Source: an optimization exercise on an open RTL-to-GDS flow (aim: small area, a short achievable clock period and few clock cycles). Production flows keep margins and buffers that such runs may drop.
Only simulation tests tie the RTL to the original design; equivalence was not proved.
No activity file was given, so power comes from the tool's default toggle rates.

## systolic_4x4
module systolic_4x4 (
    input logic go,
    input logic clk,
    input logic reset,
    output logic done,
    output logic [4:0] t0_addr0,
    input logic [31:0] t0_read_data,
    output logic [4:0] t1_addr0,
    input logic [31:0] t1_read_data,
    output logic [4:0] t2_addr0,
    input logic [31:0] t2_read_data,
    output logic [4:0] t3_addr0,
    input logic [31:0] t3_read_data,
    output logic [4:0] l0_addr0,
    input logic [31:0] l0_read_data,
    output logic [4:0] l1_addr0,
    input logic [31:0] l1_read_data,
    output logic [4:0] l2_addr0,
    input logic [31:0] l2_read_data,
    output logic [4:0] l3_addr0,
    input logic [31:0] l3_read_data,
    output logic [4:0] out_mem_addr0,
    output logic [4:0] out_mem_addr1,
    output logic [31:0] out_mem_write_data,
    output logic out_mem_write_en
);
Size in the first run: ~79000 um^2 of cells after synthesis.
clock: 10.0 ns
lec_check: 0
abc_area: 1
cap_margin: 20
core_margin: 2
core_utilization: 50
cts_cluster_diameter: 100
cts_cluster_size: 20
place_density: 0.6
slew_margin: 20
standard.sh (not shown) runs the stock make flow with config.mk's settings and CLKGATE_MAP_FILE= SYNTH_SCRIPT=/design/flow/synth_recipe.tcl, a recipe that flattens the netlist after the stock synthesis.
==> flow/flow/run.sh <==
#!/bin/bash
# The standard layout, with timing repair aiming for a setup slack of
# MARGIN ns at the design's clock period (so the repair works on paths the
# 10 ns constraint alone would leave untouched), and the port buffers made
# with buf_2 cells.
set -euo pipefail
MARGIN=6.75
bash standard.sh SETUP_SLACK_MARGIN=$MARGIN \
  "BUFFER_PORTS_ARGS=-buffer_cell sky130_fd_sc_hd__buf_2" finish > standard_finish.log 2>&1
The baseline produced a clean layout.
Testbench counts at the start, summed over its fixed seeds: cycles 3,456.
Then changed:
==> flow/flow/run.sh (replaced) <==
#!/bin/bash
# The standard layout, with timing repair aiming for a setup slack of
# MARGIN ns at the design's clock period (so the repair works on paths the
# 10 ns constraint alone would leave untouched).
set -euo pipefail
MARGIN=6.8
bash standard.sh SETUP_SLACK_MARGIN=$MARGIN finish > standard_finish.log 2>&1
- CTS_CLUSTER_DIAMETER: 100 -> unset
- CTS_CLUSTER_SIZE: 20 -> unset
What happened: First-iteration DRC count is higher by a few percent. Design area is higher by a few percent. Non-clock buffer count is higher by 67. Global-route usage is higher by 0.25 points.
Then changed:
==> flow/flow/run.sh (replaced) <==
#!/bin/bash
# The standard layout, with timing repair aiming for a setup slack of
# MARGIN ns at the design's clock period (so the repair works on paths the
# 10 ns constraint alone would leave untouched), and the port buffers made
# with buf_2 cells.
set -euo pipefail
MARGIN=7.0
bash standard.sh SETUP_SLACK_MARGIN=$MARGIN \
  "BUFFER_PORTS_ARGS=-buffer_cell sky130_fd_sc_hd__buf_2" finish > standard_finish.log 2>&1
- CTS_CLUSTER_DIAMETER: unset -> 100
- CTS_CLUSTER_SIZE: unset -> 20
Effect:
- The new run produced a clean layout
- core utilization shrinks by 2.0 points
- power goes down by 7.7%
- setup slack gets better by 0.053 ns
- combinational power hardly moves
- register-to-register slack gets better by 0.19 ns
- global-route usage is about the same
- sequential share of layout area rises by 1.1 points
Then changed:
--- a/flow/flow/run.sh
+++ b/flow/flow/run.sh
@@ -5,5 +5,5 @@
 # with buf_2 cells.
 set -euo pipefail
-MARGIN=7.0
+MARGIN=6.9
 bash standard.sh SETUP_SLACK_MARGIN=$MARGIN \
   "BUFFER_PORTS_ARGS=-buffer_cell sky130_fd_sc_hd__buf_2" finish > standard_finish.log 2>&1
- CORE_UTILIZATION: 50 -> 45
- PLACE_DENSITY: 0.6 -> 0.5
What happened:
- The new run completed without violations
- cell count went up by 2.8%
- wire length climbs by 5.4%
- first-iteration DRC count fell by 16%
- hold slack is about the same
- sequential power climbs by about 1%
- global-route usage falls by 2.1 points
- synthesized cell count stays the same
- maximum frequency is higher by 0.73%


systolic_4x4, a different RTL version from the one above (not shown whole).
Size: about 7900 cells after synthesis, about 650 flip-flops, roughly 340 I/O pins, about 69000 um2 of cells after synthesis.
Settings: LEC_CHECK=0, ABC_AREA=1, CAP_MARGIN=20, CORE_MARGIN=2, CORE_UTILIZATION=50, PLACE_DENSITY=0.6, SLEW_MARGIN=20; clock period 10.0 ns.
run.sh (not shown) runs the stock make flow with config.mk's settings and CLKGATE_MAP_FILE= SYNTH_SCRIPT=/design/flow/synth_recipe.tcl, a recipe that flattens the netlist after the stock synthesis.
Stock flow here: none of the scripts above is used.
The starting point completed with no timing, DRC or antenna violations.
Testbench counts at the start, summed over its fixed seeds: cycles 3,360.
==> next run, changes <==
==> flow/flow/run.sh (new file) <==
#!/bin/bash
# The standard layout, with timing repair aiming for a setup slack of
# MARGIN ns at the design's clock period (so the repair works on paths the
# 10 ns constraint alone would leave untouched).
set -euo pipefail
MARGIN=6.0
bash standard.sh SETUP_SLACK_MARGIN=$MARGIN finish > standard_finish.log 2>&1
==> flow/standard.sh (new file) <==
#!/bin/bash
# synth_recipe.tcl (not shown) runs the flow's synth.tcl, then flattens the netlist and writes it again
# the make line also repeats each setting of config.mk as NAME=value (left out here)
make -C /OpenROAD-flow-scripts/flow DESIGN_CONFIG=/design/flow/config.mk WORK_HOME=/design/flow/orfs CLKGATE_MAP_FILE= SYNTH_SCRIPT=/design/flow/synth_recipe.tcl "${@:-finish}"
removed: flow/run.sh
Worst setup slack improved by 0.74 ns.
Critical path depth is unchanged.
Count of clock-buffer cells in the layout shrinks by 23.
Cell area grows by 11%.
Die area does not change.
Sequential share of layout area shrinks by 1.1 points.
Wire length grows by 8.2%.
Hold slack got worse by 0.016 ns.
Clock skew grows by 0.0086 ns.
Global-route usage grows by 2.5 points.
Synthesized area stays the same.


Another version of the RTL of systolic_4x4 (not shown whole).
Size: roughly 8,500 cells after synthesis, roughly 1,300 flip-flops, ~340 I/O pins.
==> flow/config.mk <==
export PLATFORM = sky130hd
export DESIGN_NAME = systolic_4x4
export DESIGN_NICKNAME = systolic_4x4
export VERILOG_FILES = /design/flow/design.v
export SDC_FILE = /design/flow/constraint.sdc
export NUM_CORES = 4
export LEC_CHECK = 0
export ABC_AREA = 1
export CAP_MARGIN = 20
export CORE_MARGIN = 2
export CORE_UTILIZATION = 50
export CTS_CLUSTER_DIAMETER = 100
export CTS_CLUSTER_SIZE = 20
export PLACE_DENSITY = 0.6
export SLEW_MARGIN = 20
==> flow/constraint.sdc <==
create_clock -name core_clock -period 10.0 [get_ports {clk}]
set_input_delay 2.0000 -clock core_clock [delete_from_list [all_inputs] [get_ports {clk}]]
set_output_delay 2.0000 -clock core_clock [all_outputs]
set_load 0.01 [all_outputs]
standard.sh (not shown) runs the stock make flow with config.mk's settings and CLKGATE_MAP_FILE= SYNTH_SCRIPT=/design/flow/synth_recipe.tcl, a recipe that flattens the netlist after the stock synthesis.
==> flow/flow/run.sh <==
#!/bin/bash
# The standard layout, with timing repair aiming for a setup slack of
# MARGIN ns at the design's clock period (so the repair works on paths the
# 10 ns constraint alone would leave untouched), and the port buffers made
# with buf_2 cells.
set -euo pipefail
MARGIN=6.75
bash standard.sh SETUP_SLACK_MARGIN=$MARGIN \
  "BUFFER_PORTS_ARGS=-buffer_cell sky130_fd_sc_hd__buf_2" finish > standard_finish.log 2>&1
The baseline completed without violations.
Testbench counts at the start, summed over its fixed seeds: cycles 3,456.
Rerun with:
--- a/flow/flow/run.sh
+++ b/flow/flow/run.sh
@@ -5,5 +5,5 @@
 # with buf_2 cells.
 set -euo pipefail
-MARGIN=6.75
+MARGIN=6.6
 bash standard.sh SETUP_SLACK_MARGIN=$MARGIN \
   "BUFFER_PORTS_ARGS=-buffer_cell sky130_fd_sc_hd__buf_2" finish > standard_finish.log 2>&1
The changed run completed without violations.
Wire length hardly moves.
Sequential power shrinks by about 0.6%.
Synthesized cell count does not change.
Combinational power stays flat.
Count of clock-buffer cells in the layout stays the same.
Sequential cell count does not change.
Area after synthesis does not change.

==> port drivers added, routing unchanged <==
How much do the figures lean on ideal ports? The routed layouts below were timed once more, with nothing changed but the port constraints. Step 1 (the two cells are an assumption about what drives the block):
set clk [get_ports {clk}]
set_driving_cell -lib_cell sky130_fd_sc_hd__clkbuf_16 $clk
set_driving_cell -lib_cell sky130_fd_sc_hd__buf_2 [delete_from_list [all_inputs] $clk]
Step 2 times the ports against the registers' clock, not the clock port: input delays grow and output delays shrink by t, the midpoint of the rising clock arrivals with the driver on. Three values: no drivers, after step 1, after step 2; two values: the first two.
run | t (ns) | slack for setup (ns) | worst setup path at the end | clock arrival spread, ns | pins driven straight from the clock port
the first run of note 1 | 0.810 | 6.659 / 6.571 / 6.106 | input to register | 0.035 / 0.035 | 1
the second run of note 1 | 0.883 | 6.594 / 6.504 / 6.063 | input to register | 0.044 / 0.045 | 1
the third run of note 1 | 0.813 | 6.647 / 6.559 / 6.308 | input to register | 0.036 / 0.036 | 1
the fourth run of note 1 | 0.846 | 6.672 / 6.585 / 6.371 | input to register | 0.032 / 0.032 | 1
the first run of note 2 | 0.784 | 4.967 / 4.967 / 4.967 | register to register | 0.033 / 0.034 | 1
the second run of note 2 | 0.821 | 5.706 / 5.706 / 5.504 | input to register | 0.043 / 0.043 | 1
the first run of note 3 | 0.809 | 6.706 / 6.612 / 6.197 | input to register | 0.041 / 0.041 | 1
the second run of note 3 | 0.811 | 6.571 / 6.534 / 6.154 | input to register | 0.039 / 0.039 | 1
After both steps setup and hold are still met in every run listed. The setup slack of the first run of note 1, which loses most, moves by -0.088 ns with the drivers and by -0.553 ns with both steps.
